Context: an optimization exercise on an open-source flow, tuned for small area, a short achievable clock period and few clock cycles. The choices shown serve that exercise and are no tape-out recipe. RTL that was checked went through simulation tests only; none was proved equivalent to the original. Only the layout flow was run in run 4; the RTL was not checked for function there.

$ cat flow/flow/run.sh
#!/bin/bash
# Layout flow: the standard layout (standard.sh, all steps unchanged) except that the
# port buffers that buffer_ports adds during placement are sky130_fd_sc_hd__buf_1 cells
# instead of the delay-buffer cell it picks by itself. make's full output goes to
# make_finish.log here; the ORFS step logs stay under orfs/logs/.
set -euo pipefail
bash standard.sh "BUFFER_PORTS_ARGS=-buffer_cell sky130_fd_sc_hd__buf_1" finish > make_finish.log 2>&1
$ cat flow/standard.sh
#!/bin/bash
# synth_recipe.tcl (not shown) runs the flow's synth.tcl, then flattens the netlist and writes it again
# the make line also repeats each setting of config.mk as NAME=value (left out here)
make -C /OpenROAD-flow-scripts/flow DESIGN_CONFIG=/design/flow/config.mk WORK_HOME=/design/flow/orfs CLKGATE_MAP_FILE= SYNTH_SCRIPT=/design/flow/synth_recipe.tcl "${@:-finish}"
$ cat flow/config.mk
export PLATFORM = sky130hd
export DESIGN_NAME = SM_2300_Task6_dijkstra
export DESIGN_NICKNAME = SM_2300_Task6_dijkstra
export VERILOG_FILES = /design/flow/design.v
export SDC_FILE = /design/flow/constraint.sdc
export NUM_CORES = 8
export LEC_CHECK = 0
export ABC_AREA = 1
export CAP_MARGIN = 20
export CORE_MARGIN = 2
export CORE_UTILIZATION = 40
export SLEW_MARGIN = 20
export SYNTH_MEMORY_MAX_BITS = 65536
$ cat flow/constraint.sdc
create_clock -name core_clock -period 80.0 [get_ports {clk_50M}]
set_input_delay 16.0000 -clock core_clock [delete_from_list [all_inputs] [get_ports {clk_50M}]]
set_output_delay 16.0000 -clock core_clock [all_outputs]
set_load 0.01 [all_outputs]
$ cat flow/design.v
module SM_2300_Task6_dijkstra(
  input clk_50M,
  input rst,
  input go,
  input [5:0] src,
  input [5:0] dst,
  input [209:0] weights,
  output ready,
  output reg out_valid,
  output reg [5:0] out_node,
  output reg out_last,
  output reg [10:0] path_cost
);
reg [209:0] wreg;
reg [5:0] srcr, dstr;
reg busy, seed;
reg rdy;            
reg [7:0] dreg [0:11];
reg [1:0] par [0:11];
assign ready = rdy;
function [8:0] relax;
  input [7:0] a;
  input [7:0] d;
  input [5:0] w;
  reg [8:0] s;
  reg c, b, wi;
  integer i;
  begin
    c = 1'b0;
    for (i = 0; i < 8; i = i + 1) begin
      wi = (i < 6) ? w[i] : 1'b0;
      s[i] = a[i] ^ wi ^ c;
      c = (a[i] & wi) | (a[i] & c) | (wi & c);
    end
    s[8] = c;
    b = 1'b0;
    for (i = 0; i < 8; i = i + 1)
      b = (~s[i] & d[i]) | (~s[i] & b) | (d[i] & b);
    b = b & ~s[8];
    relax = {b, b ? s[7:0] : d};
  end
endfunction
function [9:0] relax2;
  input [7:0] a1;
  input [5:0] w1;
  input [7:0] a2;
  input [5:0] w2;
  input [7:0] d;
  reg [8:0] s1, s2;
  reg c, b1, b2, le, wi, sel1, sel2;
  integer i;
  begin
    c = 1'b0;
    for (i = 0; i < 8; i = i + 1) begin
      wi = (i < 6) ? w1[i] : 1'b0;
      s1[i] = a1[i] ^ wi ^ c;
      c = (a1[i] & wi) | (a1[i] & c) | (wi & c);
    end
    s1[8] = c;
    c = 1'b0;
    for (i = 0; i < 8; i = i + 1) begin
      wi = (i < 6) ? w2[i] : 1'b0;
      s2[i] = a2[i] ^ wi ^ c;
      c = (a2[i] & wi) | (a2[i] & c) | (wi & c);
    end
    s2[8] = c;
    b1 = 1'b0;
    b2 = 1'b0;
    le = 1'b1;
    for (i = 0; i < 8; i = i + 1) begin
      b1 = (~s1[i] & d[i]) | (~s1[i] & b1) | (d[i] & b1);
      b2 = (~s2[i] & d[i]) | (~s2[i] & b2) | (d[i] & b2);
      le = (~s1[i] & s2[i]) | (~s1[i] & le) | (s2[i] & le);
    end
    b1 = b1 & ~s1[8];
    b2 = b2 & ~s2[8];
    le = (~s1[8] & s2[8]) | (~s1[8] & le) | (s2[8] & le);
    sel1 = b1 & le;
    sel2 = b2 & ~le;
    relax2 = {sel1, sel2, sel1 ? s1[7:0] : sel2 ? s2[7:0] : d};
  end
endfunction
wire [5:0] sw0 = {1'b0, wreg[4:0]};
wire [5:0] sw1 = {1'b0, wreg[99:95]};
wire [5:0] sw2 = {1'b0, wreg[184:180]};
wire [5:0] sw3 = wreg[54:50] + wreg[49:45];
wire [5:0] sw4 = {1'b0, wreg[64:60]};
wire [5:0] sw5 = wreg[194:190] + wreg[189:185];
wire [5:0] sw6 = wreg[204:200] + wreg[164:160];
wire [5:0] sw7 = {1'b0, wreg[69:65]};
wire [5:0] sw8 = wreg[79:75] + wreg[89:85];
wire [5:0] sw9 = wreg[124:120] + wreg[154:150];
wire [5:0] sw10 = wreg[129:125] + wreg[139:135];
wire [5:0] sw11 = wreg[119:115] + wreg[109:105];
wire [5:0] sw12 = {1'b0, wreg[144:140]};
wire [5:0] sw13 = {1'b0, wreg[159:155]};
wire [5:0] sw14 = {1'b0, wreg[94:90]};
wire [5:0] sw15 = wreg[169:165] + wreg[179:175];
wire [5:0] sw16 = wreg[19:15] + wreg[34:30];
wire xd0 = (dstr == 6'd0);
wire ys0 = (srcr == 6'd0);
wire xd1 = (dstr == 6'd1) | (dstr == 6'd2) | (dstr == 6'd3);
wire ys1 = (srcr == 6'd1) | (srcr == 6'd2) | (srcr == 6'd3);
wire xd4 = (dstr == 6'd4) | (dstr == 6'd5) | (dstr == 6'd6);
wire ys4 = (srcr == 6'd4) | (srcr == 6'd5) | (srcr == 6'd6);
wire xd7 = (dstr == 6'd7) | (dstr == 6'd8) | (dstr == 6'd9);
wire ys7 = (srcr == 6'd7) | (srcr == 6'd8) | (srcr == 6'd9);
wire xd11 = (dstr == 6'd11) | (dstr == 6'd10);
wire ys11 = (srcr == 6'd11) | (srcr == 6'd10);
wire xd12 = (dstr == 6'd12);
wire ys12 = (srcr == 6'd12);
wire xd13 = (dstr == 6'd13) | (dstr == 6'd28);
wire ys13 = (srcr == 6'd13) | (srcr == 6'd28);
wire xd14 = (dstr == 6'd14);
wire ys14 = (srcr == 6'd14);
wire xd15 = (dstr == 6'd15) | (dstr == 6'd20);
wire ys15 = (srcr == 6'd15) | (srcr == 6'd20);
wire xd16 = (dstr == 6'd16);
wire ys16 = (srcr == 6'd16);
wire xd17 = (dstr == 6'd17);
wire ys17 = (srcr == 6'd17);
wire xd18 = (dstr == 6'd18) | (dstr == 6'd19);
wire ys18 = (srcr == 6'd18) | (srcr == 6'd19);
wire xd21 = (dstr == 6'd21) | (dstr == 6'd22);
wire ys21 = (srcr == 6'd21) | (srcr == 6'd22);
wire xd23 = (dstr == 6'd23) | (dstr == 6'd24);
wire ys23 = (srcr == 6'd23) | (srcr == 6'd24);
wire xd25 = (dstr == 6'd25);
wire ys25 = (srcr == 6'd25);
wire xd26 = (dstr == 6'd26) | (dstr == 6'd27);
wire ys26 = (srcr == 6'd26) | (srcr == 6'd27);
wire xd29 = (dstr == 6'd29);
wire ys29 = (srcr == 6'd29);
wire xd30 = (dstr == 6'd30) | (dstr == 6'd31);
wire ys30 = (srcr == 6'd30) | (srcr == 6'd31);
wire xd32 = (dstr == 6'd32) | (dstr == 6'd33);
wire ys32 = (srcr == 6'd32) | (srcr == 6'd33);
wire xd35 = (dstr == 6'd35) | (dstr == 6'd34);
wire ys35 = (srcr == 6'd35) | (srcr == 6'd34);
wire xd36 = (dstr == 6'd36);
wire ys36 = (srcr == 6'd36);
wire same_core = (xd0 & ys0) | (xd1 & ys1) | (xd4 & ys4) | (xd7 & ys7) | (xd11 & ys11) | (xd12 & ys12) | (xd13 & ys13) | (xd14 & ys14) | (xd15 & ys15) | (xd16 & ys16) | (xd17 & ys17) | (xd18 & ys18) | (xd21 & ys21) | (xd23 & ys23) | (xd25 & ys25) | (xd26 & ys26) | (xd29 & ys29) | (xd30 & ys30) | (xd32 & ys32) | (xd35 & ys35) | (xd36 & ys36);
function [4:0] leafw;
  input [5:0] n;
  input [209:0] w;
  begin
    leafw = 5'd0;
    case (n)
      6'd2: leafw = w[9:5];
      6'd3: leafw = w[14:10];
      6'd5: leafw = w[24:20];
      6'd6: leafw = w[29:25];
      6'd8: leafw = w[39:35];
      6'd9: leafw = w[44:40];
      6'd10: leafw = w[59:55];
      6'd19: leafw = w[149:145];
      6'd20: leafw = w[134:130];
      6'd22: leafw = w[114:110];
      6'd24: leafw = w[104:100];
      6'd27: leafw = w[84:80];
      6'd28: leafw = w[74:70];
      6'd31: leafw = w[209:205];
      6'd33: leafw = w[174:170];
      6'd34: leafw = w[199:195];
      default: ;
    endcase
  end
endfunction
reg [4:0] offd, offs;
wire [7:0] init0 = xd0 ? 8'd0 : 8'hff;
wire [1:0] ipar0 = 2'd0;
wire [7:0] init1 = xd12 ? 8'd0 : xd30 ? {3'b000, wreg[204:200]} : xd35 ? {3'b000, wreg[194:190]} : xd11 ? {3'b000, wreg[54:50]} : 8'hff;
wire [1:0] ipar1 = xd30 ? 2'd3 : xd35 ? 2'd2 : xd11 ? 2'd0 : 2'd0;
wire [7:0] init2 = xd13 ? 8'd0 : xd26 ? {3'b000, wreg[79:75]} : 8'hff;
wire [1:0] ipar2 = xd26 ? 2'd2 : 2'd0;
wire [7:0] init3 = xd14 ? 8'd0 : xd15 ? {3'b000, wreg[129:125]} : xd18 ? {3'b000, wreg[124:120]} : 8'hff;
wire [1:0] ipar3 = xd15 ? 2'd2 : xd18 ? 2'd1 : 2'd0;
wire [7:0] init4 = xd16 ? 8'd0 : xd21 ? {3'b000, wreg[119:115]} : xd15 ? {3'b000, wreg[139:135]} : 8'hff;
wire [1:0] ipar4 = xd21 ? 2'd1 : xd15 ? 2'd0 : 2'd0;
wire [7:0] init5 = xd17 ? 8'd0 : xd18 ? {3'b000, wreg[154:150]} : 8'hff;
wire [1:0] ipar5 = xd18 ? 2'd0 : 2'd0;
wire [7:0] init6 = xd25 ? 8'd0 : xd26 ? {3'b000, wreg[89:85]} : 8'hff;
wire [1:0] ipar6 = xd26 ? 2'd1 : 2'd0;
wire [7:0] init7 = xd29 ? 8'd0 : xd32 ? {3'b000, wreg[169:165]} : xd30 ? {3'b000, wreg[164:160]} : 8'hff;
wire [1:0] ipar7 = xd32 ? 2'd2 : xd30 ? 2'd0 : 2'd0;
wire [7:0] init8 = xd36 ? 8'd0 : xd32 ? {3'b000, wreg[179:175]} : xd35 ? {3'b000, wreg[189:185]} : 8'hff;
wire [1:0] ipar8 = xd32 ? 2'd2 : xd35 ? 2'd1 : 2'd0;
wire [7:0] init9 = xd1 ? 8'd0 : xd4 ? {3'b000, wreg[19:15]} : 8'hff;
wire [1:0] ipar9 = xd4 ? 2'd1 : 2'd0;
wire [7:0] init10 = xd7 ? 8'd0 : xd4 ? {3'b000, wreg[34:30]} : xd11 ? {3'b000, wreg[49:45]} : 8'hff;
wire [1:0] ipar10 = xd4 ? 2'd1 : xd11 ? 2'd0 : 2'd0;
wire [7:0] init11 = xd23 ? 8'd0 : xd21 ? {3'b000, wreg[109:105]} : 8'hff;
wire [1:0] ipar11 = xd21 ? 2'd0 : 2'd0;
wire [7:0] d0_0 = seed ? init0 : dreg[0];
wire [1:0] p0_0 = seed ? ipar0 : par[0];
wire [7:0] d1_0 = seed ? init1 : dreg[1];
wire [1:0] p1_0 = seed ? ipar1 : par[1];
wire [7:0] d2_0 = seed ? init2 : dreg[2];
wire [1:0] p2_0 = seed ? ipar2 : par[2];
wire [7:0] d3_0 = seed ? init3 : dreg[3];
wire [1:0] p3_0 = seed ? ipar3 : par[3];
wire [7:0] d4_0 = seed ? init4 : dreg[4];
wire [1:0] p4_0 = seed ? ipar4 : par[4];
wire [7:0] d5_0 = seed ? init5 : dreg[5];
wire [1:0] p5_0 = seed ? ipar5 : par[5];
wire [7:0] d6_0 = seed ? init6 : dreg[6];
wire [1:0] p6_0 = seed ? ipar6 : par[6];
wire [7:0] d7_0 = seed ? init7 : dreg[7];
wire [1:0] p7_0 = seed ? ipar7 : par[7];
wire [7:0] d8_0 = seed ? init8 : dreg[8];
wire [1:0] p8_0 = seed ? ipar8 : par[8];
wire [7:0] d9_0 = seed ? init9 : dreg[9];
wire [1:0] p9_0 = seed ? ipar9 : par[9];
wire [7:0] d10_0 = seed ? init10 : dreg[10];
wire [1:0] p10_0 = seed ? ipar10 : par[10];
wire [7:0] d11_0 = seed ? init11 : dreg[11];
wire [1:0] p11_0 = seed ? ipar11 : par[11];
wire [8:0] r0_0 = relax(d9_0, d0_0, sw0);
wire u0_0 = r0_0[8];
wire [7:0] d0_1 = r0_0[7:0];
wire [1:0] p0_1 = u0_0 ? 2'd0 : p0_0;
wire [8:0] r0_1 = relax(d0_0, d9_0, sw0);
wire u0_1 = r0_1[8];
wire [7:0] d9_1 = r0_1[7:0];
wire [1:0] p9_1 = u0_1 ? 2'd0 : p9_0;
wire [8:0] r3_12 = relax(d10_0, d1_0, sw3);
wire u3_12 = r3_12[8];
wire [7:0] d1_1 = r3_12[7:0];
wire [1:0] p1_1 = u3_12 ? 2'd0 : p1_0;
wire [8:0] r3_7 = relax(d1_0, d10_0, sw3);
wire u3_7 = r3_7[8];
wire [7:0] d10_1 = r3_7[7:0];
wire [1:0] p10_1 = u3_7 ? 2'd0 : p10_0;
wire [8:0] r8_13 = relax(d6_0, d2_0, sw8);
wire u8_13 = r8_13[8];
wire [7:0] d2_1 = r8_13[7:0];
wire [1:0] p2_1 = u8_13 ? 2'd2 : p2_0;
wire [8:0] r8_25 = relax(d2_0, d6_0, sw8);
wire u8_25 = r8_25[8];
wire [7:0] d6_1 = r8_25[7:0];
wire [1:0] p6_1 = u8_25 ? 2'd1 : p6_0;
wire [8:0] r9_14 = relax(d5_0, d3_0, sw9);
wire u9_14 = r9_14[8];
wire [7:0] d3_1 = r9_14[7:0];
wire [1:0] p3_1 = u9_14 ? 2'd1 : p3_0;
wire [8:0] r9_17 = relax(d3_0, d5_0, sw9);
wire u9_17 = r9_17[8];
wire [7:0] d5_1 = r9_17[7:0];
wire [1:0] p5_1 = u9_17 ? 2'd0 : p5_0;
wire [8:0] r11_16 = relax(d11_0, d4_0, sw11);
wire u11_16 = r11_16[8];
wire [7:0] d4_1 = r11_16[7:0];
wire [1:0] p4_1 = u11_16 ? 2'd1 : p4_0;
wire [8:0] r11_23 = relax(d4_0, d11_0, sw11);
wire u11_23 = r11_23[8];
wire [7:0] d11_1 = r11_23[7:0];
wire [1:0] p11_1 = u11_23 ? 2'd0 : p11_0;
wire [8:0] r15_29 = relax(d8_0, d7_0, sw15);
wire u15_29 = r15_29[8];
wire [7:0] d7_1 = r15_29[7:0];
wire [1:0] p7_1 = u15_29 ? 2'd2 : p7_0;
wire [8:0] r15_36 = relax(d7_0, d8_0, sw15);
wire u15_36 = r15_36[8];
wire [7:0] d8_1 = r15_36[7:0];
wire [1:0] p8_1 = u15_36 ? 2'd2 : p8_0;
wire [8:0] r2_0 = relax(d8_1, d0_1, sw2);
wire u2_0 = r2_0[8];
wire [7:0] d0_2 = r2_0[7:0];
wire [1:0] p0_2 = u2_0 ? 2'd2 : p0_1;
wire [8:0] r2_36 = relax(d0_1, d8_1, sw2);
wire u2_36 = r2_36[8];
wire [7:0] d8_2 = r2_36[7:0];
wire [1:0] p8_2 = u2_36 ? 2'd0 : p8_1;
wire [8:0] r4_12 = relax(d2_1, d1_1, sw4);
wire u4_12 = r4_12[8];
wire [7:0] d1_2 = r4_12[7:0];
wire [1:0] p1_2 = u4_12 ? 2'd1 : p1_1;
wire [8:0] r4_13 = relax(d1_1, d2_1, sw4);
wire u4_13 = r4_13[8];
wire [7:0] d2_2 = r4_13[7:0];
wire [1:0] p2_2 = u4_13 ? 2'd0 : p2_1;
wire [8:0] r10_14 = relax(d4_1, d3_1, sw10);
wire u10_14 = r10_14[8];
wire [7:0] d3_2 = r10_14[7:0];
wire [1:0] p3_2 = u10_14 ? 2'd2 : p3_1;
wire [8:0] r10_16 = relax(d3_1, d4_1, sw10);
wire u10_16 = r10_16[8];
wire [7:0] d4_2 = r10_16[7:0];
wire [1:0] p4_2 = u10_16 ? 2'd0 : p4_1;
wire [8:0] r13_17 = relax(d7_1, d5_1, sw13);
wire u13_17 = r13_17[8];
wire [7:0] d5_2 = r13_17[7:0];
wire [1:0] p5_2 = u13_17 ? 2'd2 : p5_1;
wire [8:0] r13_29 = relax(d5_1, d7_1, sw13);
wire u13_29 = r13_29[8];
wire [7:0] d7_2 = r13_29[7:0];
wire [1:0] p7_2 = u13_29 ? 2'd1 : p7_1;
wire [8:0] r14_25 = relax(d11_1, d6_1, sw14);
wire u14_25 = r14_25[8];
wire [7:0] d6_2 = r14_25[7:0];
wire [1:0] p6_2 = u14_25 ? 2'd2 : p6_1;
wire [8:0] r14_23 = relax(d6_1, d11_1, sw14);
wire u14_23 = r14_23[8];
wire [7:0] d11_2 = r14_23[7:0];
wire [1:0] p11_2 = u14_23 ? 2'd1 : p11_1;
wire [8:0] r1_0 = relax(d6_2, d0_2, sw1);
wire u1_0 = r1_0[8];
wire [7:0] d0_3 = r1_0[7:0];
wire [1:0] p0_3 = u1_0 ? 2'd1 : p0_2;
wire [8:0] r1_25 = relax(d0_2, d6_2, sw1);
wire u1_25 = r1_25[8];
wire [7:0] d6_3 = r1_25[7:0];
wire [1:0] p6_3 = u1_25 ? 2'd0 : p6_2;
wire [9:0] q12 = relax2(d8_2, sw5, d7_2, sw6, d1_2);
wire [7:0] d1_3 = q12[7:0];
wire [1:0] p1_3 = q12[9] ? 2'd2 : q12[8] ? 2'd3 : p1_2;
wire [8:0] r5_36 = relax(d1_2, d8_2, sw5);
wire u5_36 = r5_36[8];
wire [7:0] d8_3 = r5_36[7:0];
wire [1:0] p8_3 = u5_36 ? 2'd1 : p8_2;
wire [8:0] r6_29 = relax(d1_2, d7_2, sw6);
wire u6_29 = r6_29[8];
wire [7:0] d7_3 = r6_29[7:0];
wire [1:0] p7_3 = u6_29 ? 2'd0 : p7_2;
wire [8:0] r7_13 = relax(d3_2, d2_2, sw7);
wire u7_13 = r7_13[8];
wire [7:0] d2_3 = r7_13[7:0];
wire [1:0] p2_3 = u7_13 ? 2'd1 : p2_2;
wire [8:0] r7_14 = relax(d2_2, d3_2, sw7);
wire u7_14 = r7_14[8];
wire [7:0] d3_3 = r7_14[7:0];
wire [1:0] p3_3 = u7_14 ? 2'd0 : p3_2;
wire [8:0] r12_16 = relax(d5_2, d4_2, sw12);
wire u12_16 = r12_16[8];
wire [7:0] d4_3 = r12_16[7:0];
wire [1:0] p4_3 = u12_16 ? 2'd2 : p4_2;
wire [8:0] r12_17 = relax(d4_2, d5_2, sw12);
wire u12_17 = r12_17[8];
wire [7:0] d5_3 = r12_17[7:0];
wire [1:0] p5_3 = u12_17 ? 2'd1 : p5_2;
wire [8:0] r16_1 = relax(d10_1, d9_1, sw16);
wire u16_1 = r16_1[8];
wire [7:0] d9_2 = r16_1[7:0];
wire [1:0] p9_2 = u16_1 ? 2'd1 : p9_1;
wire [8:0] r16_7 = relax(d9_1, d10_1, sw16);
wire u16_7 = r16_7[8];
wire [7:0] d10_2 = r16_7[7:0];
wire [1:0] p10_2 = u16_7 ? 2'd1 : p10_1;
wire [7:0] dn0 = d0_3;
wire [1:0] pn0 = p0_3;
wire ch0 = u0_0 | u2_0 | u1_0;
wire [7:0] dn1 = d1_3;
wire [1:0] pn1 = p1_3;
wire ch1 = u3_12 | u4_12 | q12[9] | q12[8];
wire [7:0] dn2 = d2_3;
wire [1:0] pn2 = p2_3;
wire ch2 = u8_13 | u4_13 | u7_13;
wire [7:0] dn3 = d3_3;
wire [1:0] pn3 = p3_3;
wire ch3 = u9_14 | u10_14 | u7_14;
wire [7:0] dn4 = d4_3;
wire [1:0] pn4 = p4_3;
wire ch4 = u11_16 | u10_16 | u12_16;
wire [7:0] dn5 = d5_3;
wire [1:0] pn5 = p5_3;
wire ch5 = u9_17 | u13_17 | u12_17;
wire [7:0] dn6 = d6_3;
wire [1:0] pn6 = p6_3;
wire ch6 = u8_25 | u14_25 | u1_25;
wire [7:0] dn7 = d7_3;
wire [1:0] pn7 = p7_3;
wire ch7 = u15_29 | u13_29 | u6_29;
wire [7:0] dn8 = d8_3;
wire [1:0] pn8 = p8_3;
wire ch8 = u15_36 | u2_36 | u5_36;
wire [7:0] dn9 = d9_2;
wire [1:0] pn9 = p9_2;
wire ch9 = u0_1 | u16_1;
wire [7:0] dn10 = d10_2;
wire [1:0] pn10 = p10_2;
wire ch10 = u3_7 | u16_7;
wire [7:0] dn11 = d11_2;
wire [1:0] pn11 = p11_2;
wire ch11 = u11_23 | u14_23;
reg [7:0] dl, dr;      
reg [4:0] wl, wr;      
reg yreal;
always @(*) begin
  dl = 8'hff; dr = 8'hff; wl = 5'd0; wr = 5'd0; yreal = 1'b0;
  if (ys0) begin dl = d0_0; yreal = 1'b1; end
  if (ys12) begin dl = d1_0; yreal = 1'b1; end
  if (ys13) begin dl = d2_0; yreal = 1'b1; end
  if (ys14) begin dl = d3_0; yreal = 1'b1; end
  if (ys16) begin dl = d4_0; yreal = 1'b1; end
  if (ys17) begin dl = d5_0; yreal = 1'b1; end
  if (ys25) begin dl = d6_0; yreal = 1'b1; end
  if (ys29) begin dl = d7_0; yreal = 1'b1; end
  if (ys36) begin dl = d8_0; yreal = 1'b1; end
  if (ys1) begin dl = d9_0; yreal = 1'b1; end
  if (ys7) begin dl = d10_0; yreal = 1'b1; end
  if (ys23) begin dl = d11_0; yreal = 1'b1; end
  if (ys11) begin dl = d1_0; dr = d10_0; wl = wreg[54:50]; wr = wreg[49:45]; end
  if (ys35) begin dl = d1_0; dr = d8_0; wl = wreg[194:190]; wr = wreg[189:185]; end
  if (ys30) begin dl = d1_0; dr = d7_0; wl = wreg[204:200]; wr = wreg[164:160]; end
  if (ys26) begin dl = d2_0; dr = d6_0; wl = wreg[79:75]; wr = wreg[89:85]; end
  if (ys18) begin dl = d3_0; dr = d5_0; wl = wreg[124:120]; wr = wreg[154:150]; end
  if (ys15) begin dl = d3_0; dr = d4_0; wl = wreg[129:125]; wr = wreg[139:135]; end
  if (ys21) begin dl = d4_0; dr = d11_0; wl = wreg[119:115]; wr = wreg[109:105]; end
  if (ys32) begin dl = d7_0; dr = d8_0; wl = wreg[169:165]; wr = wreg[179:175]; end
  if (ys4) begin dl = d9_0; dr = d10_0; wl = wreg[19:15]; wr = wreg[34:30]; end
end
wire [8:0] cl = {1'b0, dl} + {4'd0, wl};
wire [8:0] cr = {1'b0, dr} + {4'd0, wr};
wire ydir = ~yreal & (cr < cl);           
wire [8:0] cy = same_core ? 9'd0 : ydir ? cr : cl;
wire blocked = (ch0 & ({1'b0, dn0} < cy)) | (ch1 & ({1'b0, dn1} < cy)) | (ch2 & ({1'b0, dn2} < cy)) | (ch3 & ({1'b0, dn3} < cy)) | (ch4 & ({1'b0, dn4} < cy)) | (ch5 & ({1'b0, dn5} < cy)) | (ch6 & ({1'b0, dn6} < cy)) | (ch7 & ({1'b0, dn7} < cy)) | (ch8 & ({1'b0, dn8} < cy)) | (ch9 & ({1'b0, dn9} < cy)) | (ch10 & ({1'b0, dn10} < cy)) | (ch11 & ({1'b0, dn11} < cy));
wire found = busy & ~blocked;
wire [7:0] cost_now = (srcr == dstr) ? 8'd0 : cy[7:0] + {3'b000, offs} + {3'b000, offd};
reg wact, wself, wdir, wpend;
reg [5:0] wcur, wdst, wxd;
reg [7:0] wcost;
reg [1:0] opar [0:11];
reg sact, sself, sdir, spend;
reg [5:0] scur, sdst, sxd;
reg [7:0] scost;
reg [1:0] spar [0:11];
wire dir_w = wpend ? ydir : wdir;
wire [7:0] cost_w = wpend ? cost_now : wcost;
reg [5:0] nxt;
reg ndir;
always @(*) begin
  nxt = wcur;
  ndir = dir_w;
  if (!wself) begin
    if (wcur == wxd) nxt = wdst;
    else case (wcur)
      6'd0: case (opar[0]) 2'd0: nxt = 6'd1; 2'd1: nxt = 6'd25; 2'd2: nxt = 6'd36; default: ; endcase
      6'd12: case (opar[1]) 2'd0: begin nxt = 6'd11; ndir = 1'b1; end 2'd1: nxt = 6'd13; 2'd2: begin nxt = 6'd35; ndir = 1'b1; end 2'd3: begin nxt = 6'd30; ndir = 1'b1; end endcase
      6'd13: case (opar[2]) 2'd0: nxt = 6'd12; 2'd1: nxt = 6'd14; 2'd2: begin nxt = 6'd26; ndir = 1'b1; end default: ; endcase
      6'd14: case (opar[3]) 2'd0: nxt = 6'd13; 2'd1: begin nxt = 6'd18; ndir = 1'b1; end 2'd2: begin nxt = 6'd15; ndir = 1'b1; end default: ; endcase
      6'd16: case (opar[4]) 2'd0: begin nxt = 6'd15; ndir = 1'b0; end 2'd1: begin nxt = 6'd21; ndir = 1'b1; end 2'd2: nxt = 6'd17; default: ; endcase
      6'd17: case (opar[5]) 2'd0: begin nxt = 6'd18; ndir = 1'b0; end 2'd1: nxt = 6'd16; 2'd2: nxt = 6'd29; default: ; endcase
      6'd25: case (opar[6]) 2'd0: nxt = 6'd0; 2'd1: begin nxt = 6'd26; ndir = 1'b0; end 2'd2: nxt = 6'd23; default: ; endcase
      6'd29: case (opar[7]) 2'd0: begin nxt = 6'd30; ndir = 1'b0; end 2'd1: nxt = 6'd17; 2'd2: begin nxt = 6'd32; ndir = 1'b1; end default: ; endcase
      6'd36: case (opar[8]) 2'd0: nxt = 6'd0; 2'd1: begin nxt = 6'd35; ndir = 1'b0; end 2'd2: begin nxt = 6'd32; ndir = 1'b0; end default: ; endcase
      6'd1: case (opar[9]) 2'd0: nxt = 6'd0; 2'd1: begin nxt = 6'd4; ndir = 1'b1; end default: ; endcase
      6'd7: case (opar[10]) 2'd0: begin nxt = 6'd11; ndir = 1'b0; end 2'd1: begin nxt = 6'd4; ndir = 1'b0; end default: ; endcase
      6'd23: case (opar[11]) 2'd0: begin nxt = 6'd21; ndir = 1'b0; end 2'd1: nxt = 6'd25; default: ; endcase
      6'd11: nxt = dir_w ? 6'd7 : 6'd12;
      6'd35: nxt = dir_w ? 6'd36 : 6'd12;
      6'd30: nxt = dir_w ? 6'd29 : 6'd12;
      6'd26: nxt = dir_w ? 6'd25 : 6'd13;
      6'd18: nxt = dir_w ? 6'd17 : 6'd14;
      6'd15: nxt = dir_w ? 6'd16 : 6'd14;
      6'd21: nxt = dir_w ? 6'd23 : 6'd16;
      6'd32: nxt = dir_w ? 6'd36 : 6'd29;
      6'd4: nxt = dir_w ? 6'd7 : 6'd1;
      default: ;
    endcase
  end
end
wire nlast = (nxt == wdst);
wire wfree = ~wact | nlast;             
wire handover = found & (~sact | wfree);
wire direct = handover & wfree & ~sact;   
wire to_slot = handover & ~direct;
wire move = wfree & sact;                
reg [5:0] ysn;
always @(*) begin
  ysn = 6'd0;
  if (ys0) ysn = 6'd0;
  if (ys1) ysn = 6'd1;
  if (ys4) ysn = 6'd4;
  if (ys7) ysn = 6'd7;
  if (ys11) ysn = 6'd11;
  if (ys12) ysn = 6'd12;
  if (ys13) ysn = 6'd13;
  if (ys14) ysn = 6'd14;
  if (ys15) ysn = 6'd15;
  if (ys16) ysn = 6'd16;
  if (ys17) ysn = 6'd17;
  if (ys18) ysn = 6'd18;
  if (ys21) ysn = 6'd21;
  if (ys23) ysn = 6'd23;
  if (ys25) ysn = 6'd25;
  if (ys26) ysn = 6'd26;
  if (ys29) ysn = 6'd29;
  if (ys30) ysn = 6'd30;
  if (ys32) ysn = 6'd32;
  if (ys35) ysn = 6'd35;
  if (ys36) ysn = 6'd36;
end
reg [5:0] xdn;
always @(*) begin
  xdn = 6'd0;
  if (xd0) xdn = 6'd0;
  if (xd1) xdn = 6'd1;
  if (xd4) xdn = 6'd4;
  if (xd7) xdn = 6'd7;
  if (xd11) xdn = 6'd11;
  if (xd12) xdn = 6'd12;
  if (xd13) xdn = 6'd13;
  if (xd14) xdn = 6'd14;
  if (xd15) xdn = 6'd15;
  if (xd16) xdn = 6'd16;
  if (xd17) xdn = 6'd17;
  if (xd18) xdn = 6'd18;
  if (xd21) xdn = 6'd21;
  if (xd23) xdn = 6'd23;
  if (xd25) xdn = 6'd25;
  if (xd26) xdn = 6'd26;
  if (xd29) xdn = 6'd29;
  if (xd30) xdn = 6'd30;
  if (xd32) xdn = 6'd32;
  if (xd35) xdn = 6'd35;
  if (xd36) xdn = 6'd36;
end
wire hself = (srcr == dstr) | (ysn != srcr);
wire [5:0] hcur = (srcr == dstr) ? dstr : ysn;
always @(posedge clk_50M) begin
  if (~busy) begin
    wreg <= weights;
    srcr <= src;
    dstr <= dst;
    offs <= leafw(src, weights);
    offd <= leafw(dst, weights);
  end
  seed <= 1'b0;
  dreg[0] <= dn0; par[0] <= pn0;
  dreg[1] <= dn1; par[1] <= pn1;
  dreg[2] <= dn2; par[2] <= pn2;
  dreg[3] <= dn3; par[3] <= pn3;
  dreg[4] <= dn4; par[4] <= pn4;
  dreg[5] <= dn5; par[5] <= pn5;
  dreg[6] <= dn6; par[6] <= pn6;
  dreg[7] <= dn7; par[7] <= pn7;
  dreg[8] <= dn8; par[8] <= pn8;
  dreg[9] <= dn9; par[9] <= pn9;
  dreg[10] <= dn10; par[10] <= pn10;
  dreg[11] <= dn11; par[11] <= pn11;
  out_valid <= 1'b0;
  out_last <= 1'b0;
  if (wact) begin
    out_valid <= 1'b1;
    out_node <= nxt;
    out_last <= nlast;
    if (nlast) path_cost <= {3'b000, cost_w};
    wcur <= nxt;
    wdir <= ndir;
    wcost <= cost_w;
    wpend <= 1'b0;
    wself <= 1'b0;
    wact <= ~nlast;
  end
  if (spend) begin
    scost <= cost_now;
    sdir <= ydir;
    spend <= 1'b0;
  end
  if (move) begin
    opar[0] <= spar[0];
    opar[1] <= spar[1];
    opar[2] <= spar[2];
    opar[3] <= spar[3];
    opar[4] <= spar[4];
    opar[5] <= spar[5];
    opar[6] <= spar[6];
    opar[7] <= spar[7];
    opar[8] <= spar[8];
    opar[9] <= spar[9];
    opar[10] <= spar[10];
    opar[11] <= spar[11];
    wcur <= scur;
    wself <= sself;
    wdst <= sdst;
    wxd <= sxd;
    wdir <= spend ? ydir : sdir;
    wcost <= spend ? cost_now : scost;
    wpend <= 1'b0;
    wact <= 1'b1;
    sact <= 1'b0;
  end
  if (direct) begin
    opar[0] <= pn0;
    opar[1] <= pn1;
    opar[2] <= pn2;
    opar[3] <= pn3;
    opar[4] <= pn4;
    opar[5] <= pn5;
    opar[6] <= pn6;
    opar[7] <= pn7;
    opar[8] <= pn8;
    opar[9] <= pn9;
    opar[10] <= pn10;
    opar[11] <= pn11;
    wcur <= hcur;
    wself <= hself;
    wdst <= dstr;
    wxd <= xdn;
    wpend <= 1'b1;
    wact <= 1'b1;
  end
  if (to_slot) begin
    spar[0] <= pn0;
    spar[1] <= pn1;
    spar[2] <= pn2;
    spar[3] <= pn3;
    spar[4] <= pn4;
    spar[5] <= pn5;
    spar[6] <= pn6;
    spar[7] <= pn7;
    spar[8] <= pn8;
    spar[9] <= pn9;
    spar[10] <= pn10;
    spar[11] <= pn11;
    scur <= hcur;
    sself <= hself;
    sdst <= dstr;
    sxd <= xdn;
    spend <= 1'b1;
    sact <= 1'b1;
  end
  if (handover) begin
    busy <= 1'b0;
    rdy <= 1'b1;
  end
  if (~busy & go) begin
    busy <= 1'b1;
    rdy <= 1'b0;
    seed <= 1'b1;
  end
  if (rst) begin
    busy <= 1'b0;
    rdy <= 1'b1;
    seed <= 1'b0;
    wact <= 1'b0;
    sact <= 1'b0;
    wpend <= 1'b0;
    spend <= 1'b0;
    out_valid <= 1'b0;
    out_last <= 1'b0;
  end
end
endmodule
==> impl_metrics.toml, run 1 <==
[clocking]
h-tree-depth = 2
postCtsSetupBuffers = 0
cts_tree = "built"
clk_pin_slew_ns = 0.06
post_cts_resized = 0
holdBufCountCts = 0
cts_root_buffer = "clkbuf_16"
cts_sinks = 399
cts_buffer_depth = 3
clk_latency_ns = 0.67
cts_made_buffers = 50

[synth]
avgSynthCellArea_um2 = 7.26
synth-seq-area-share_pct = 27.9
synth-edff-count = 261
synthArstFlopShare_pct = 0
synthFlopType = "edfxtp_1"
ys_types = 77
yosysWarningCount = 5
synth_area_leaders = "edfxtp_1 (21%), nand2_1 (14%), inv_1 (9.4%)"
synth_seq_cells = 399
synth_top_area_cell = "edfxtp_1"
synthCells = 5231
synth_top_area_share_pct = 20.6
synth_area_um2 = 38000

[setup_path]
cp.required_ns = 80.37
startpoint = "src[3]"
cp_top_family = "simple AND/OR/NAND/NOR gates"
critPathCaptureType = "register"
regToRegEndpoint = "opar[8][0]"
r2r_cells = 63
cp.depth = 10
path_common_cell = "nand3_1"
crit_type = "in2reg"
slowest_stage = "a311oi_1"
slowest_delay_ns = 0.28
cp_max_fo = 11
r2r_slack_ns = 62.94
arrival_ns = 17.67
path_buf_inv = 3
r2r-start = "seed"
cp-start-kind = "input pin"
path_cells = "buf_1, inv_1, nand2_1, inv_1, nand3_1, o22ai_1, a221oi_1, nand3_1, a311oi_1, nand3_1"

[layout]
num-fill-cells = 9830
area_growth_pct = 10.8
nNetsFinal = 6162
multi_input_area_um2 = 23000
utilization_pct = 44.5
drive_gt1_share_pct = 6.35
regArea_um2 = 10600

[global_routing]
grt_pass1_wl_mm = 244
grt_start_max_net_pins = 69
grt_overflow = 0
first_global_vias = 35575
antenna_found_initial = 15
grt.total_usage_pct = 34.3

[floorplanning]
die_y_um = 312
die-width_um = 312
die-area_um2 = 97400
rows = 113
io_pins = 245
initial_utilization_pct = 40.1
coreArea_um2 = 94600

[drt]
wl_per_cell_um = 25.1
ant_nets = 0
routed_wl_mm = 171
drc = 0
num_vias = 37649
vias_per_cell = 5.54
drtIter0Drc = 4083
firstDrtPassIters = 6

[timing]
period_share_pct = 21.6
slew_headroom_pct = 14.8
finalHoldViolCount = 0
finalSetupTns_ns = 0
max_freq_mhz = 57.8
post-route-min-period_ns = 17.29
rsz0062_at_grt = "no"
skew_ns = 0.0405
setup_viol = 0
slew_viol_final = 0
tightest_slew_ns = 1.27

[hold_path]
hp-start = "par[10][1]"
hold_class = "reg2reg"
whs_endpoint = "par[10][1]"
min_path_cells = 2

[placed_design]
hpwl_mm = 142
gp_congestion = 1.11
port_buffers = 241

[run]
maxCapViolCount = 0

[outcome]
outcome = "finished clean"
-- sequential cells by signal (all words and copies together), names as in the netlist, 5 cells and up --
signal	count
sdst	6
dreg	96
wxd	6
dstr	6
wcost	8
offd	5
srcr	6
out_node	6
scur	6
spar	24
scost	8
wdst	6
path_cost	8
par	24
wcur	6
offs	5
sxd	6
opar	24
wreg	130
-- worst reg2reg max path, delay by kind of cell (launching register included) --
kind / cells / cell delay (ns)
fa+ha+maj: 25 / 8.12
simple gates: 19 / 4.30
buf+inv: 12 / 2.60
compound gates: 7 / 1.32
flops: 1 / 0.32
-- how the worst max path moves through the flow --
stage / endpoint / slack (ns)
2_1_floorplan: offs[0] / 62.65
4_1_cts: ready / 62.73
3_5_place_dp: offs[0] / 62.08
6_report: offs[0] / 62.71
3_3_place_gp: offs[0] / 62.00
5_1_grt: wcur[5] / 61.93
-- area by class of cell --
class | count | share of cell area (%)
multi-input combinational | 3728 | 54.7
sequential | 399 | 25.2
inverter | 1010 | 9.04
tap | 1265 | 3.76
clock buffer | 67 | 3.30
timing repair buffer | 293 | 3.08
clock inverter | 27 | 0.886
antenna | 3 | 0.0178
-- through the flow --
| stage | instances | hold WS, ns | cell area [µm²] | setup slack [ns] |
|---|---|---|---|---|
| finish | 6792 | 0.470 | 42100 | 62.71 |
| global route | 6791 | 0.505 | 42100 | 61.93 |
| CTS | 6789 | 0.470 | 42100 | 62.73 |
| detailed placement | 6695 | 0.461 | 40300 | 62.08 |
| global placement | 6695 | 0.450 | 40300 | 62.00 |
| floorplan | 5233 | 0.421 | 38000 | 62.65 |
-- synth_stat cells (6+ instances only) --
library cell and count:
a2111oi_0 11, a211oi_1 22, a21boi_0 6, a21oi_1 193
a21oi_2 8, a221oi_1 37, a22o_1 6, a22oi_1 10
a311oi_1 6, a31oi_1 16, and2_1 11, buf_1 6
buf_2 17, buf_4 12, buf_6 21, clkbuf_1 40
clkinv_1 9, dfxtp_1 138, edfxtp_1 261, fa_1 169
ha_1 286, inv_1 955, inv_2 43, nand2_1 1389
nand2_2 56, nand2_4 8, nand3_1 317, nand3b_1 17
nand4_1 40, nor2_1 287, nor2_2 8, nor3_1 39
nor4_1 19, o2111ai_1 25, o211ai_1 37, o21a_1 10
o21ai_0 267, o21ai_1 94, o21ai_2 46, o21bai_1 6
o221ai_1 20, o22ai_1 136, or2_2 17, xnor2_1 16
xor2_1 27
-- cells in the final DEF, fill, tap and decap left out, drive strengths merged, types with 8 or more instances in the layout --
| master | n |
|---|---|
| a22oi | 10 |
| nand4 | 41 |
| o21a | 10 |
| o221ai | 24 |
| o2111ai | 25 |
| xnor2 | 16 |
| nand2 | 1453 |
| and2 | 11 |
| clkinv | 22 |
| inv | 1003 |
| a211oi | 22 |
| nand3 | 322 |
| nand3b | 17 |
| o22ai | 136 |
| clkbuf | 67 |
| ha | 286 |
| o21ai | 407 |
| nor3 | 41 |
| dfxtp | 138 |
| fa | 169 |
| a31oi | 16 |
| bufinv | 8 |
| nor2 | 301 |
| a21oi | 201 |
| a2111oi | 11 |
| xor2 | 27 |
| buf | 293 |
| a21boi | 10 |
| or2 | 27 |
| edfxtp | 261 |
| a221oi | 37 |
| o211ai | 38 |
| nor4 | 19 |
-- cells by family (layout without fill, tap and decap cells) --
logic type      after synthesis  after routing  synth area share (%)
flops                       399            399                  27.9
buf+inv                    1106           1397                  11.5
other cells                   1              6               0.00987
compound gates              984            984                  16.0
simple gates               2243           2243                  25.2
xor+xnor                     43             43                 0.992
fa+ha+maj                   455            455                  18.3
-- per-layer routing --
metal	up-vias	track usage, %	part of all wire [%]	wire (µm)
met5	-	0	0.029	49
met4	8	14.9	5.2	8840
met3	381	6.04	8.1	13900
met2	1773	54.8	45	76100
met1	17706	45.8	42	71800
li1	17781	-	-	-
Testbench counts, summed over its fixed seeds: cycles 874.
==> inputs of run 2 (changes only) <==
==> flow/flow/run.sh (replaced) <==
#!/bin/bash
set -euo pipefail
bash standard.sh "BUFFER_PORTS_ARGS=-buffer_cell sky130_fd_sc_hd__buf_1" "CTS_ARGS=-sink_clustering_enable -repair_clock_nets -dont_use_dummy_load" finish > make_finish.log 2>&1
==> run 2 against run 1 <==
Net effect:
- still clean on timing, DRC and antenna
- routed wire length shrank 0.16%
- synthesized cell count is the same
- first-iteration DRC count grew 3.5%
- maximum frequency is essentially flat
- sequential share of layout area grew 0.31 points
- utilization shrank 0.54 points
==> impl_metrics.toml, run 2 <==
[floorplanning]
initial_utilization_pct = 40.1
rows = 113
io_pins = 245
die-area_um2 = 97400
coreArea_um2 = 94600
die-width_um = 312
die_y_um = 312

[run]
maxCapViolCount = 0

[layout]
most-common-layout-cells = "nand2_1 (1,387), inv_1 (954), nand3_1 (317)"
area_growth_pct = 9.49
final_common_cell = "nand2_1"
multi_input_area_um2 = 23000
largestRegisters = "wreg x130, dreg x96"
nNetsFinal = 6162
num-fill-cells = 9862
top_register = "wreg"
largest_register_ffs = 130
regArea_um2 = 10600
drive_gt1_share_pct = 5.89

[clocking]
clk_pin_slew_ns = 0.05
cts_sinks = 399
cts_root_buffer = "clkbuf_16"
holdBufCountCts = 0
clk_latency_ns = 0.66
post_cts_resized = 0
cts_tree = "built"
cts_buffer_depth = 3
postCtsSetupBuffers = 0
h-tree-depth = 2
cts_made_buffers = 50

[outcome]
outcome = "finished clean"

[timing]
hold-worst-slack_ns = 0.471
skew_ns = 0.0718
setup_viol = 0
finalHoldViolCount = 0
slew_headroom_pct = 14.1
tightest_slew_ns = 1.28
period_share_pct = 21.6
slew_viol_final = 0
post-route-min-period_ns = 17.31
max_freq_mhz = 57.8
finalSetupTns_ns = 0
rsz0062_at_grt = "no"

[global_routing]
grt_start_max_net_pins = 69
grt_pass1_wl_mm = 243
first_global_vias = 35421
antenna_found_initial = 15
grt_overflow = 0
grt.total_usage_pct = 34.3

[synth]
synth.most_common_cell = "nand2_1"
synthFlopType = "edfxtp_1"
yosysWarningCount = 5
synth_area_um2 = 38000
synth-seq-area-share_pct = 27.9
synth_common_cells = "nand2_1 (1,389), inv_1 (955), nand3_1 (317)"
avgSynthCellArea_um2 = 7.26
synth_top_area_share_pct = 20.6
synth_area_leaders = "edfxtp_1 (21%), nand2_1 (14%), inv_1 (9.4%)"
synth-edff-count = 261
synthArstFlopShare_pct = 0
ys_types = 77
synth_seq_cells = 399
synthCells = 5231
synth_top_area_cell = "edfxtp_1"

[drt]
drtIter0Drc = 4226
routed_wl_mm = 170
wl_per_cell_um = 25.2
drc = 0
firstDrtPassIters = 6
num_vias = 37474
ant_nets = 0
vias_per_cell = 5.55

[setup_path]
cp_top_family = "simple AND/OR/NAND/NOR gates"
cp-start-kind = "input pin"
slowest_stage = "a311oi_1"
critPathCaptureType = "register"
path_buf_inv = 3
crit_type = "in2reg"
cp_max_fo = 11
slowest_delay_ns = 0.29
path_cells = "buf_1, inv_1, nand2_1, inv_1, nand3_1, o22ai_1, a221oi_1, nand3_1, a311oi_1, nand3_1"
path_common_cell = "nand3_1"
arrival_ns = 17.68
cp.required_ns = 80.37

[placed_design]
gp_congestion = 1.11
port_buffers = 241
hpwl_mm = 142

[hold_path]
hold_class = "reg2reg"
[run 2: layout make-up]
| cell class | instances | share of cell area [%] |
|---|---|---|
| tap | 1265 | 3.81 |
| inverter | 1010 | 9.15 |
| sequential | 399 | 25.5 |
| clock buffer | 50 | 3.01 |
| antenna | 4 | 0.0241 |
| timing repair buffer | 293 | 3.11 |
| multi-input combinational | 3728 | 55.4 |
[run 2: worst paths after layout]
check,startpoint,to,slack [ns],cells past startpoint
max,src[3],offs[0],62.69,10
min,scost[0],scost[0],0.47,2
max reg2reg,seed,opar[8][0],62.88,65
min reg2reg,scost[0],scost[0],0.47,2
[run 2: kinds of logic after synthesis]
| group | count (synthesis) | synth area share [%] |
|---|---|---|
| xor gates and xnor gates | 43 | 0.992 |
| buffers and inverters | 1106 | 11.5 |
| other | 1 | 0.00987 |
| adders and majority gates | 455 | 18.3 |
| and+or+nand+nor | 2243 | 25.2 |
| DFF | 399 | 27.9 |
| AOI/OAI and AO/OA | 984 | 16.0 |
[run 2: tightest hold or removal path: stages (launching register included)]
cell and delay [ns]:
dfxtp_1 0.30, nand2_1 0.04, o21ai_0 0.09
[run 2: routing by layer]
metal | wire (µm) | global-route usage, % | vias up
met1 | 71500 | 45.7 | 17706
li1 | - | - | 17721
met3 | 13800 | 5.99 | 360
met2 | 76300 | 54.7 | 1681
met4 | 8600 | 14.8 | 6
met5 | 40 | 0 | -
[run 2: per-stage QoR]
step / util, % / cell area [µm²] / setup WS, ns / std cells
after floorplan: - / 38000 / 62.65 / 5233
after detailed placement: 42.6 / 40300 / 62.08 / 6695
after global placement: 42.6 / 40300 / 62.00 / 6695
after CTS: 43.9 / 41600 / 62.74 / 6745
after global routing: 44.0 / 41600 / 61.94 / 6747
final: 44.0 / 41600 / 62.69 / 6749
==> inputs of run 3 (changes only) <==
==> flow/run.sh (new file) <==
#!/bin/bash
# synth_recipe.tcl (not shown) runs the flow's synth.tcl, then flattens the netlist and writes it again
# the make line also repeats each setting of config.mk as NAME=value (left out here)
make -C /OpenROAD-flow-scripts/flow DESIGN_CONFIG=/design/flow/config.mk WORK_HOME=/design/flow/orfs CLKGATE_MAP_FILE= SYNTH_SCRIPT=/design/flow/synth_recipe.tcl finish
removed: flow/flow/run.sh
removed: flow/standard.sh
==> run 3 against run 2 <==
Net effect:
- setup slack got worse by 0.48 ns
- still clean on timing, DRC and antenna
- die area unchanged
- critical endpoint unchanged
- critical path type unchanged
- utilization up 2.0 points
- synthesized cell count did not move
- sequential share of layout area is 1.1 points lower
- hold slack got worse by 0.0027 ns
- cell area rose by 4.5%
- count of clock-buffer cells in the layout increased by 8
- area after synthesis unchanged
==> impl_metrics.toml, run 3 <==
[floorplanning]
die_y_um = 312
rows = 113
coreArea_um2 = 94600
initial_utilization_pct = 40.1
die-area_um2 = 97400
die-width_um = 312
io_pins = 245

[hold_path]
hp-start = "sdir"
whs_endpoint = "sdir"
min_path_cells = 2
hold_class = "reg2reg"

[clocking]
cts_root_buffer = "clkbuf_16"
h-tree-depth = 2
clk_pin_slew_ns = 0.06
post_cts_resized = 0
postCtsSetupBuffers = 0
clk_latency_ns = 0.67
cts_tree = "built"
cts_sinks = 399
cts_made_buffers = 48
cts_buffer_depth = 3
holdBufCountCts = 0

[run]
maxCapViolCount = 0

[synth]
synth_seq_cells = 399
synth_area_leaders = "edfxtp_1 (21%), nand2_1 (14%), inv_1 (9.4%)"
ys_types = 77
synth_common_cells = "nand2_1 (1,389), inv_1 (955), nand3_1 (317)"
synthArstFlopShare_pct = 0
synth-seq-area-share_pct = 27.9
yosysWarningCount = 5
synth_area_um2 = 38000
synth_top_area_cell = "edfxtp_1"
synth.most_common_cell = "nand2_1"
synth_top_area_share_pct = 20.6
synthCells = 5231
synthFlopType = "edfxtp_1"
synth-edff-count = 261
avgSynthCellArea_um2 = 7.26

[setup_path]
critPathCaptureType = "register"
slowest_delay_ns = 0.57
arrival_ns = 18.17
r2r-start = "dstr[1]"
crit_type = "in2reg"
path_common_cell = "nand3_1"
cp_max_fo = 11
cp.depth = 10
cp-start-kind = "input pin"
path_buf_inv = 3
cp_top_family = "buffers and inverters"
r2r_cells = 67
cp.required_ns = 80.38
slowest_stage = "clkdlybuf4s50_1"
r2r_slack_ns = 62.73
path_cells = "clkdlybuf4s50_1, inv_1, nand2_1, inv_1, nand3_1, o22ai_1, a221oi_1, nand3_1, a311oi_1, nand3_1"
regToRegEndpoint = "opar[10][0]"

[timing]
period_share_pct = 22.2
tightest_slew_ns = 1.21
skew_ns = 0.0384
finalHoldViolCount = 0
fin_ws_ns = 62.21
slew_headroom_pct = 18.7
post-route-min-period_ns = 17.79
slew_viol_final = 0
rsz0062_at_grt = "no"
finalSetupTns_ns = 0
max_freq_mhz = 56.2
setup_viol = 0

[placed_design]
gp_congestion = 1.06
port_buffers = 241
post-place-ws_ns = 61.63
hpwl_mm = 144

[drt]
routed_wl_mm = 172
ant_nets = 0
firstDrtPassIters = 6
wl_per_cell_um = 25.3
drc = 0
num_vias = 37341
drtIter0Drc = 4079
vias_per_cell = 5.50

[global_routing]
antenna_found_initial = 8
first_global_vias = 35407
grt_start_max_net_pins = 68
grt_overflow = 0
grt.total_usage_pct = 34.7
grt_pass1_wl_mm = 245

[outcome]
outcome = "finished clean"

[layout]
largest_register_ffs = 130
largestRegisters = "wreg x130, dreg x96"
top_register = "wreg"
area_growth_pct = 14.5
drive_gt1_share_pct = 6.32
nNetsFinal = 6158
final_common_cell = "nand2_1"
most-common-layout-cells = "nand2_1 (1,387), inv_1 (954), nand3_1 (317)"
[run 3: cell counts after synthesis]
No cell type changed its count.
[run 3: cells by family (layout without fill, tap and decap cells)]
| logic type | count (synthesis) | in the layout | synth area share [%] |
|---|---|---|---|
| XOR/XNOR | 43 | 43 | 0.992 |
| AO/OA/AOI/OAI | 984 | 984 | 16.0 |
| flip-flops | 399 | 399 | 27.9 |
| buffers and inverters | 1106 | 1391 | 11.5 |
| other | 1 | 7 | 0.00987 |
| adder cells (fa/ha/maj) | 455 | 455 | 18.3 |
| AND/OR/NAND/NOR | 2243 | 2243 | 25.2 |
[run 3: routing by layer]
metal	share of wire [%]	global-route usage (%)	wire length [µm]
met1	42	46.3	72300
met5	0	0	0
met3	7.8	5.56	13500
met4	5.0	15.6	8580
met2	45	55.3	77500
[run 3: worst min-delay path: stages (launching register included)]
cell and delay (ns):
dfxtp_1 0.31, nand2_1 0.04, o21ai_0 0.08
[run 3: per-stage QoR]
stage	std cells	hold WS [ns]	util (%)	cell area [µm²]
2_1_floorplan	5233	0.421	-	38000
3_3_place_gp	6693	0.448	44.2	41800
6_report	6787	0.469	46.0	43500
5_1_grt	6784	0.485	45.9	43500
3_5_place_dp	6693	0.449	44.2	41800
4_1_cts	6783	0.473	45.9	43400
[run 3: how the worst max path moves through the flow]
stage	start	to	slack, ns
after floorplan	src[3]	offs[0]	62.65
after global placement	src[3]	offs[0]	61.51
final	src[3]	offs[0]	62.21
after CTS	rdy	ready	62.32
after detailed placement	src[3]	offs[0]	61.63
after global routing	dstr[1]	opar[6][1]	61.63
[run 3: final cells by class]
class                   instances  area (µm²)
clock buffers                  58        1260
well taps                    1265        1580
clock inverters                32         377
flip-flops and latches        399       10600
inverters                    1010        3800
fillers                      9615       51100
multi-input cells            3728       23000
repair buffers                291        2790
diodes                          4        10.0
==> inputs of run 4 (changes only) <==
--- a/flow/design.v
+++ b/flow/design.v
@@ -418,4 +418,29 @@
 wire [7:0] cost_now = (srcr == dstr) ? 8'd0 : cy[7:0] + {3'b000, offs} + {3'b000, offd};
+function [5:0] coreof;    
+  input [5:0] n;
+  begin
+    coreof = n;
+    case (n)
+      6'd2: coreof = 6'd1;
+      6'd3: coreof = 6'd1;
+      6'd5: coreof = 6'd4;
+      6'd6: coreof = 6'd4;
+      6'd8: coreof = 6'd7;
+      6'd9: coreof = 6'd7;
+      6'd10: coreof = 6'd11;
+      6'd19: coreof = 6'd18;
+      6'd20: coreof = 6'd15;
+      6'd22: coreof = 6'd21;
+      6'd24: coreof = 6'd23;
+      6'd27: coreof = 6'd26;
+      6'd28: coreof = 6'd13;
+      6'd31: coreof = 6'd30;
+      6'd33: coreof = 6'd32;
+      6'd34: coreof = 6'd35;
+      default: ;
+    endcase
+  end
+endfunction
 reg wact, wself, wdir, wpend;
-reg [5:0] wcur, wdst, wxd;
+reg [5:0] wcur, wdst;
 reg [7:0] wcost;
@@ -423,3 +448,3 @@
 reg sact, sself, sdir, spend;
-reg [5:0] scur, sdst, sxd;
+reg [5:0] scur, sdst;
 reg [7:0] scost;
@@ -434,3 +459,3 @@
   if (!wself) begin
-    if (wcur == wxd) nxt = wdst;
+    if (wcur == coreof(wdst)) nxt = wdst;    
     else case (wcur)
@@ -492,27 +517,2 @@
 end
-reg [5:0] xdn;
-always @(*) begin
-  xdn = 6'd0;
-  if (xd0) xdn = 6'd0;
-  if (xd1) xdn = 6'd1;
-  if (xd4) xdn = 6'd4;
-  if (xd7) xdn = 6'd7;
-  if (xd11) xdn = 6'd11;
-  if (xd12) xdn = 6'd12;
-  if (xd13) xdn = 6'd13;
-  if (xd14) xdn = 6'd14;
-  if (xd15) xdn = 6'd15;
-  if (xd16) xdn = 6'd16;
-  if (xd17) xdn = 6'd17;
-  if (xd18) xdn = 6'd18;
-  if (xd21) xdn = 6'd21;
-  if (xd23) xdn = 6'd23;
-  if (xd25) xdn = 6'd25;
-  if (xd26) xdn = 6'd26;
-  if (xd29) xdn = 6'd29;
-  if (xd30) xdn = 6'd30;
-  if (xd32) xdn = 6'd32;
-  if (xd35) xdn = 6'd35;
-  if (xd36) xdn = 6'd36;
-end
 wire hself = (srcr == dstr) | (ysn != srcr);
@@ -540,14 +540,12 @@
   dreg[11] <= dn11; par[11] <= pn11;
-  out_valid <= 1'b0;
-  out_last <= 1'b0;
+  out_valid <= wact;
+  out_node <= nxt;
+  out_last <= wact & nlast;
+  path_cost <= {3'b000, cost_w};
+  wcur <= nxt;
+  wdir <= ndir;
+  wcost <= cost_w;
+  wself <= 1'b0;
   if (wact) begin
-    out_valid <= 1'b1;
-    out_node <= nxt;
-    out_last <= nlast;
-    if (nlast) path_cost <= {3'b000, cost_w};
-    wcur <= nxt;
-    wdir <= ndir;
-    wcost <= cost_w;
     wpend <= 1'b0;
-    wself <= 1'b0;
     wact <= ~nlast;
@@ -575,3 +573,2 @@
     wdst <= sdst;
-    wxd <= sxd;
     wdir <= spend ? ydir : sdir;
@@ -598,3 +595,2 @@
     wdst <= dstr;
-    wxd <= xdn;
     wpend <= 1'b1;
@@ -618,3 +614,2 @@
     sdst <= dstr;
-    sxd <= xdn;
     spend <= 1'b1;
==> flow/flow/run.sh (new file) <==
#!/bin/bash
set -euo pipefail
bash standard.sh "BUFFER_PORTS_ARGS=-buffer_cell sky130_fd_sc_hd__buf_1" "CTS_ARGS=-sink_clustering_enable -repair_clock_nets -dont_use_dummy_load" finish > make_finish.log 2>&1
==> flow/standard.sh (new file) <==
#!/bin/bash
# synth_recipe.tcl (not shown) runs the flow's synth.tcl, then flattens the netlist and writes it again
# the make line also repeats each setting of config.mk as NAME=value (left out here)
make -C /OpenROAD-flow-scripts/flow DESIGN_CONFIG=/design/flow/config.mk WORK_HOME=/design/flow/orfs CLKGATE_MAP_FILE= SYNTH_SCRIPT=/design/flow/synth_recipe.tcl "${@:-finish}"
removed: flow/run.sh
==> run 4 against run 3 <==
Net effect:
- via count up 1.3%
- global-route usage down 2.0 points
- sequential share of layout area down 0.16 points
- critical path depth down 4
- hold slack worse by 0.0090 ns
- count of clock-buffer cells in the layout down 9
- first-iteration DRC count up 11%
- final cell count down 0.44%
- routed wire length down 5.6%
- critical path type unchanged
- critical endpoint is now offd[0]
- largest cell class unchanged
- highest routed layer is now met5
==> impl_metrics.toml, run 4 <==
[setup_path]
cp-start-kind = "input pin"
path_cells = "buf_1, nor2_1, nand4_1, o22ai_1, nor4_1, o2111ai_1"
critPathCaptureType = "register"
slowest_stage = "nor4_1"
cp.required_ns = 80.35
slowest_delay_ns = 0.56
arrival_ns = 17.74
cp_max_fo = 7
crit_type = "in2reg"

[drt]
drc = 0
drtIter0Drc = 4535
firstDrtPassIters = 8
routed_wl_mm = 162
wl_per_cell_um = 24.0
num_vias = 37818
ant_nets = 0
vias_per_cell = 5.60

[placed_design]
port_buffers = 241
hpwl_mm = 134
gp_congestion = 1.10

[layout]
drive_gt1_share_pct = 6.24
nNetsFinal = 6177
top_register = "wreg"
final_common_cell = "nand2_1"
largest_register_ffs = 130
num-fill-cells = 9745
most-common-layout-cells = "nand2_1 (1,419), inv_1 (906), nand3_1 (327)"
area_growth_pct = 9.15
largestRegisters = "wreg x130, dreg x96"

[clocking]
cts_sinks = 387
h-tree-depth = 2
cts_root_buffer = "clkbuf_16"
cts_tree = "built"
holdBufCountCts = 0
clk_latency_ns = 0.65
postCtsSetupBuffers = 0
cts_made_buffers = 49
clk_pin_slew_ns = 0.06
cts_buffer_depth = 3
post_cts_resized = 0

[outcome]
outcome = "finished clean"

[timing]
period_share_pct = 21.7
slew_viol_final = 0
skew_ns = 0.0657
max_freq_mhz = 57.5
post-route-min-period_ns = 17.39
hold-worst-slack_ns = 0.460
slew_headroom_pct = 17.2
finalSetupTns_ns = 0
tightest_slew_ns = 1.24
setup_viol = 0
rsz0062_at_grt = "no"
finalHoldViolCount = 0

[global_routing]
grt_start_max_net_pins = 71
grt_pass1_wl_mm = 234
first_global_vias = 35330
antenna_found_initial = 17
grt.total_usage_pct = 32.7
grt_overflow = 0

[synth]
synth-edff-count = 219
synth_common_cells = "nand2_1 (1,420), inv_1 (907), nand3_1 (327)"
synth_area_um2 = 37600
yosysWarningCount = 5
synth_top_area_share_pct = 17.5
synth_seq_cells = 387
synthArstFlopShare_pct = 0
synth_top_area_cell = "edfxtp_1"
avgSynthCellArea_um2 = 7.13
synth.most_common_cell = "nand2_1"
synth_area_leaders = "edfxtp_1 (17%), nand2_1 (14%), ha_1 (9.6%)"
synthFlopType = "edfxtp_1"
synth-seq-area-share_pct = 26.4
ys_types = 73
synthCells = 5269

[floorplanning]
die_y_um = 311
die-width_um = 311
rows = 112
io_pins = 245
coreArea_um2 = 93200
die-area_um2 = 96400
initial_utilization_pct = 40.3

[run]
maxCapViolCount = 0

[hold_path]
hold_class = "reg2reg"
-- run 4: metrics by stage --
stage,instance area (µm²),std cells,util [%],setup slack (ns)
2_1_floorplan,37600,5271,-,62.79
3_3_place_gp,39800,6698,42.7,61.98
3_5_place_dp,39800,6698,42.7,62.04
4_1_cts,41000,6747,44.0,62.70
5_1_grt,41000,6755,44.0,62.14
6_report,41000,6757,44.0,62.61
-- run 4: per-layer routing --
layer / wire length, µm / global-route usage (%) / vias to the layer above
met5: 58 / 0 / -
met3: 15000 / 6.44 / 395
met1: 68700 / 44.3 / 17866
met4: 8130 / 14.8 / 8
li1: - / - / 17779
met2: 70400 / 50.3 / 1770
-- run 4: final cells by class --
cell class | instances | area, µm² | share of cell area, %
diodes | 10 | 25.0 | 0.0610
clock buffers | 49 | 1230 | 2.99
inverters | 984 | 3700 | 9.03
multi-input cells | 3794 | 23400 | 57.0
flip-flops and latches | 387 | 9940 | 24.2
well taps | 1254 | 1570 | 3.83
repair buffers | 279 | 1190 | 2.90
-- run 4: worst max-delay path, delay by kind of cell --
kind / cells / cell delay [ns]
simple gates: 3 / 1.08
compound gates: 2 / 0.40
buf+inv: 1 / 0.26
-- run 4: logic make-up (layout without fill, tap and decap cells) --
group	after synthesis	in the layout	share of synthesized area, %
AOI/OAI and AO/OA	991	991	16.3
xor gates and xnor gates	47	47	1.10
adders and majority gates	457	457	18.6
buffers and inverters	1090	1312	11.5
DFF	387	387	26.4
other	1	13	0.00998
and+or+nand+nor	2296	2296	26.1
-- run 4: worst paths after layout --
kind                                  from          to  slack (ns)  cells past startpoint
worst min-delay path            par[11][1]  par[11][1]        0.46                      2
worst max register to register     dstr[1]  spar[0][0]       63.11                     68
worst max-delay path                dst[2]     offd[0]       62.61                      6
worst min register to register  par[11][1]  par[11][1]        0.46                      2

## afterwards: timing with drivers on the ports
No port has a modelled driver above. Below, the same layouts with a new extraction and two added sets of constraints. Step 1 (the two cells are an assumption about what drives the block):
set clk [get_ports {clk_50M}]
set_driving_cell -lib_cell sky130_fd_sc_hd__clkbuf_16 $clk
set_driving_cell -lib_cell sky130_fd_sc_hd__buf_2 [delete_from_list [all_inputs] $clk]
Step 2 adds t to the input delays and takes it off the output delays; t is the mean of the earliest and latest rising clock arrival at the registers after step 1. Input paths then give back, and output paths get back, about the clock's delay inside the block. a / b / c = no drivers / after step 1 / after step 2; a / b = the first two.
run | t, ns | setup WS [ns] | hold slack, ns
run 1 | 0.728 | 62.709 / 62.698 / 61.999 | 0.470 / 0.470 / 0.470
run 2 | 0.703 | 62.693 / 62.703 / 62.006 | 0.471 / 0.471 / 0.471
run 3 | 0.720 | 62.211 / 62.254 / 61.534 | 0.469 / 0.469 / 0.469
run 4 | 0.690 | 62.610 / 62.622 / 61.932 | 0.460 / 0.460 / 0.460
After both steps setup and hold are still met in every run listed. For run 1, which loses most, drivers alone change the setup slack by -0.011 ns; drivers and shift together by -0.710 ns.
